Context: an optimization exercise on an open-source flow, tuned for small area, a short achievable clock period and few clock cycles per item. The choices shown serve that exercise and are no tape-out recipe. Only simulation tests tie the RTL to the original design; equivalence was not proved. Power and IR drop assume default switching activity.

==> flow/design.v <==
`timescale 1ns / 1ps
module main(
    input clk,
    input rst,
    input start,
    input [7:0] a,
    input [7:0] b,
    output wire ready,
    output wire busy,
    output reg [8:0] y
);
reg ready_r;
reg [4:0] kh;          
reg [8:0] r;           
reg [7:0] x;           
reg ak, bk;            
assign ready = ready_r;
assign busy = ~ready_r;
wire [5:0] ab3 = {a[7:5], b[7:5]};
wire [8:0] qr3;
assign qr3[0] = (ab3 == 6'd9) | (ab3 == 6'd10) | (ab3 == 6'd11) | (ab3 == 6'd12) | (ab3 == 6'd13) | (ab3 == 6'd14) | (ab3 == 6'd15) | (ab3 == 6'd17) | (ab3 == 6'd25) | (ab3 == 6'd29) | (ab3 == 6'd30) | (ab3 == 6'd31) | (ab3 == 6'd33) | (ab3 == 6'd36) | (ab3 == 6'd37) | (ab3 == 6'd38) | (ab3 == 6'd39) | (ab3 == 6'd41) | (ab3 == 6'd43) | (ab3 == 6'd44) | (ab3 == 6'd45) | (ab3 == 6'd49) | (ab3 == 6'd51) | (ab3 == 6'd52) | (ab3 == 6'd57) | (ab3 == 6'd59) | (ab3 == 6'd60) | (ab3 == 6'd63);
assign qr3[1] = (ab3 == 6'd27) | (ab3 == 6'd36) | (ab3 == 6'd38) | (ab3 == 6'd47) | (ab3 == 6'd52) | (ab3 == 6'd61);
assign qr3[2] = (ab3 == 6'd18) | (ab3 == 6'd19) | (ab3 == 6'd20) | (ab3 == 6'd21) | (ab3 == 6'd22) | (ab3 == 6'd23) | (ab3 == 6'd26) | (ab3 == 6'd34) | (ab3 == 6'd36) | (ab3 == 6'd37) | (ab3 == 6'd42) | (ab3 == 6'd44) | (ab3 == 6'd46) | (ab3 == 6'd50) | (ab3 == 6'd53) | (ab3 == 6'd55) | (ab3 == 6'd58) | (ab3 == 6'd62);
assign qr3[3] = (ab3 == 6'd29) | (ab3 == 6'd30) | (ab3 == 6'd31) | (ab3 == 6'd43) | (ab3 == 6'd46) | (ab3 == 6'd47) | (ab3 == 6'd51) | (ab3 == 6'd53) | (ab3 == 6'd54) | (ab3 == 6'd59) | (ab3 == 6'd61);
assign qr3[4] = (ab3 == 6'd63);
assign qr3[5] = (ab3 == 6'd1) | (ab3 == 6'd3) | (ab3 == 6'd5) | (ab3 == 6'd7) | (ab3 == 6'd8) | (ab3 == 6'd9) | (ab3 == 6'd11) | (ab3 == 6'd13) | (ab3 == 6'd15) | (ab3 == 6'd19) | (ab3 == 6'd21) | (ab3 == 6'd23) | (ab3 == 6'd24) | (ab3 == 6'd25) | (ab3 == 6'd26) | (ab3 == 6'd28) | (ab3 == 6'd29) | (ab3 == 6'd31) | (ab3 == 6'd35) | (ab3 == 6'd36) | (ab3 == 6'd38) | (ab3 == 6'd40) | (ab3 == 6'd41) | (ab3 == 6'd42) | (ab3 == 6'd43) | (ab3 == 6'd45) | (ab3 == 6'd46) | (ab3 == 6'd52) | (ab3 == 6'd53) | (ab3 == 6'd55) | (ab3 == 6'd56) | (ab3 == 6'd57) | (ab3 == 6'd58) | (ab3 == 6'd59) | (ab3 == 6'd62) | (ab3 == 6'd63);
assign qr3[6] = (ab3 == 6'd2) | (ab3 == 6'd3) | (ab3 == 6'd6) | (ab3 == 6'd7) | (ab3 == 6'd10) | (ab3 == 6'd11) | (ab3 == 6'd14) | (ab3 == 6'd15) | (ab3 == 6'd16) | (ab3 == 6'd17) | (ab3 == 6'd18) | (ab3 == 6'd19) | (ab3 == 6'd22) | (ab3 == 6'd23) | (ab3 == 6'd24) | (ab3 == 6'd25) | (ab3 == 6'd26) | (ab3 == 6'd30) | (ab3 == 6'd31) | (ab3 == 6'd37) | (ab3 == 6'd38) | (ab3 == 6'd44) | (ab3 == 6'd45) | (ab3 == 6'd46) | (ab3 == 6'd48) | (ab3 == 6'd49) | (ab3 == 6'd50) | (ab3 == 6'd51) | (ab3 == 6'd52) | (ab3 == 6'd53) | (ab3 == 6'd56) | (ab3 == 6'd57) | (ab3 == 6'd58) | (ab3 == 6'd59);
assign qr3[7] = (ab3 == 6'd4) | (ab3 == 6'd5) | (ab3 == 6'd6) | (ab3 == 6'd7) | (ab3 == 6'd12) | (ab3 == 6'd13) | (ab3 == 6'd14) | (ab3 == 6'd15) | (ab3 == 6'd20) | (ab3 == 6'd21) | (ab3 == 6'd22) | (ab3 == 6'd23) | (ab3 == 6'd27) | (ab3 == 6'd28) | (ab3 == 6'd29) | (ab3 == 6'd30) | (ab3 == 6'd31) | (ab3 == 6'd32) | (ab3 == 6'd33) | (ab3 == 6'd34) | (ab3 == 6'd35) | (ab3 == 6'd36) | (ab3 == 6'd37) | (ab3 == 6'd38) | (ab3 == 6'd40) | (ab3 == 6'd41) | (ab3 == 6'd42) | (ab3 == 6'd43) | (ab3 == 6'd44) | (ab3 == 6'd45) | (ab3 == 6'd46) | (ab3 == 6'd48) | (ab3 == 6'd49) | (ab3 == 6'd50) | (ab3 == 6'd51) | (ab3 == 6'd52) | (ab3 == 6'd53) | (ab3 == 6'd56) | (ab3 == 6'd57) | (ab3 == 6'd58) | (ab3 == 6'd59);
assign qr3[8] = (ab3 == 6'd39) | (ab3 == 6'd47) | (ab3 == 6'd54) | (ab3 == 6'd55) | (ab3 == 6'd60) | (ab3 == 6'd61) | (ab3 == 6'd62) | (ab3 == 6'd63);
wire [3:0] q3 = qr3[8:5];
wire [4:0] r3 = qr3[4:0];
wire [4:0] kh_n = ready_r ? 5'b10000 : {1'b0, kh[4:1]};
wire ak_n = |(kh_n & a[4:0]);
wire bk_n = |(kh_n & b[4:0]);
wire [6:0] a_n = ({7{kh_n[4]}} & {4'd0, a[7:5]}) | ({7{kh_n[3]}} & {3'd0, a[7:4]}) |
                 ({7{kh_n[2]}} & {2'd0, a[7:3]}) | ({7{kh_n[1]}} & {1'd0, a[7:2]}) |
                 ({7{kh_n[0]}} & a[7:1]);
wire [6:0] b_n = ({7{kh_n[4]}} & {4'd0, b[7:5]}) | ({7{kh_n[3]}} & {3'd0, b[7:4]}) |
                 ({7{kh_n[2]}} & {2'd0, b[7:3]}) | ({7{kh_n[1]}} & {1'd0, b[7:2]}) |
                 ({7{kh_n[0]}} & b[7:1]);
wire [7:0] q = y[7:0];
wire [9:0] sum3 = r + x;
wire [11:0] t  = {sum3, ak & bk, ak ^ bk};
wire [7:0] qinc = q + 8'd1;
wire [11:0] c3 = {1'b0, q, 3'b100} + {2'b0, qinc, 2'b01};
wire [12:0] t1 = {1'b0, t} - {3'b0, q, 2'b01};
wire [12:0] t2 = {1'b0, t} - {2'b0, q, 3'b100};
wire [12:0] t3 = {1'b0, t} - {1'b0, c3};
always @(posedge clk) begin
    kh <= kh_n;
    ak <= ak_n;
    bk <= bk_n;
    x <= (ak_n ? a_n : 7'd0) + (bk_n ? b_n : 7'd0);
    if (ready_r) begin
        r <= {4'd0, r3};
    end else begin
        if (!t3[12]) r <= t3[8:0];
        else if (!t2[12]) r <= t2[8:0];
        else if (!t1[12]) r <= t1[8:0];
        else r <= t[8:0];
    end
    if (ready_r) begin
        if (start) y <= {5'd0, q3};
    end else begin
        if (!t3[12]) y <= {qinc, 1'b1};
        else if (!t2[12]) y <= {qinc, 1'b0};
        else if (!t1[12]) y <= {q, 1'b1};
        else y <= {q, 1'b0};
    end
end
always @(posedge clk)
    if (rst) ready_r <= 1'b1;
    else if (ready_r) ready_r <= ~start;
    else ready_r <= kh[0];
endmodule
export LEC_CHECK = 0
export CAP_MARGIN = 20
export CORE_MARGIN = 2
export CORE_UTILIZATION = 40
export SETUP_SLACK_MARGIN = 1.0
export SLEW_MARGIN = 20
create_clock -name core_clock -period 5.0 [get_ports {clk}]
standard.sh (not shown) runs the stock make flow with config.mk's settings and CLKGATE_MAP_FILE= SYNTH_SCRIPT=/design/flow/synth_recipe.tcl, a recipe that flattens the netlist after the stock synthesis.
==> flow/flow/run.sh <==
#!/bin/bash
# The standard layout (the standard.sh: the standard synthesis, then ORFS to
# the routed layout), with the input and output ports buffered by the smallest
# buffer, sky130_fd_sc_hd__buf_1, instead of the one buffer_ports picks itself.
# make's full output goes to standard.log in the work folder; ORFS's own logs
# stay under orfs/logs.
set -euo pipefail
export BUFFER_PORTS_ARGS="-buffer_cell sky130_fd_sc_hd__buf_1"
bash standard.sh finish > standard.log 2>&1
Testbench counts at the start, summed over its fixed seeds: cycles 12,288, items 2,048.
Change:
--- a/flow/design.v
+++ b/flow/design.v
@@ -12,5 +12,5 @@
 reg ready_r;
 reg [4:0] kh;          
-reg [8:0] r;           
+reg [9:0] r;           
 reg [7:0] x;           
 reg ak, bk;            
@@ -39,12 +39,11 @@
                  ({7{kh_n[2]}} & {2'd0, b[7:3]}) | ({7{kh_n[1]}} & {1'd0, b[7:2]}) |
                  ({7{kh_n[0]}} & b[7:1]);
-wire [7:0] q = y[7:0];
-wire [9:0] sum3 = r + x;
-wire [11:0] t  = {sum3, ak & bk, ak ^ bk};
-wire [7:0] qinc = q + 8'd1;
-wire [11:0] c3 = {1'b0, q, 3'b100} + {2'b0, qinc, 2'b01};
-wire [12:0] t1 = {1'b0, t} - {3'b0, q, 2'b01};
-wire [12:0] t2 = {1'b0, t} - {2'b0, q, 3'b100};
-wire [12:0] t3 = {1'b0, t} - {1'b0, c3};
+wire [10:0] sum3 = r + x;
+wire [12:0] t  = {sum3, ak & bk, ak ^ bk};
+wire [8:0] yinc = y + 9'd1;
+wire [12:0] c3 = {y, 3'b100} + {yinc, 2'b01};
+wire [13:0] t1 = {1'b0, t} - {3'b0, y, 2'b01};
+wire [13:0] t2 = {1'b0, t} - {2'b0, y, 3'b100};
+wire [13:0] t3 = {1'b0, t} - {1'b0, c3};
 always @(posedge clk) begin
     kh <= kh_n;
@@ -53,18 +52,18 @@
     x <= (ak_n ? a_n : 7'd0) + (bk_n ? b_n : 7'd0);
     if (ready_r) begin
-        r <= {4'd0, r3};
+        r <= r3;
     end else begin
-        if (!t3[12]) r <= t3[8:0];
-        else if (!t2[12]) r <= t2[8:0];
-        else if (!t1[12]) r <= t1[8:0];
-        else r <= t[8:0];
+        if (!t3[13]) r <= t3[9:0];
+        else if (!t2[13]) r <= t2[9:0];
+        else if (!t1[13]) r <= t1[9:0];
+        else r <= t[9:0];
     end
     if (ready_r) begin
-        if (start) y <= {5'd0, q3};
+        if (start) y <= q3;
     end else begin
-        if (!t3[12]) y <= {qinc, 1'b1};
-        else if (!t2[12]) y <= {qinc, 1'b0};
-        else if (!t1[12]) y <= {q, 1'b1};
-        else y <= {q, 1'b0};
+        if (!t3[13]) y <= {yinc[7:0], 1'b1};
+        else if (!t2[13]) y <= {yinc[7:0], 1'b0};
+        else if (!t1[13]) y <= {y[7:0], 1'b1};
+        else y <= {y[7:0], 1'b0};
     end
 end
Outcome:
- wire length rose by a few percent
- critical path depth is unchanged
- sequential share of layout area fell by 0.15 points
- maximum frequency fell slightly
- power rose by roughly a tenth
- utilization rose by 1.2 points
- worst setup slack degrades by 0.047 ns
- final area rose by a few percent
- count of clock-buffer cells in the layout does not change
- final cell count rose by a few percent
Testbench counts after the change, summed over its fixed seeds: cycles 12,288, items 2,048.

## static timing again, ports no longer ideal
How much do the figures lean on ideal ports? The routed layouts below were timed once more, with nothing changed but the port constraints. Step 1, drivers: a clkbuf_16 drives clk and a buf_2 each remaining input, both assumed. Step 2 moves the port delays by t, midway between the first and last clock arrival at a register: inputs arrive t later, outputs are due t later. That takes back most of the time a late clock gives input paths. Three values: ideal ports, drivers, drivers and shift; two values: the first two.
run	shift t [ns]	setup WS [ns]	pins driven straight from the clock port
the first run	0.325	1.191 / 1.191 / 1.191	1
the second run	0.325	1.144 / 1.144 / 1.144	1
After both steps every run listed still meets setup and hold.
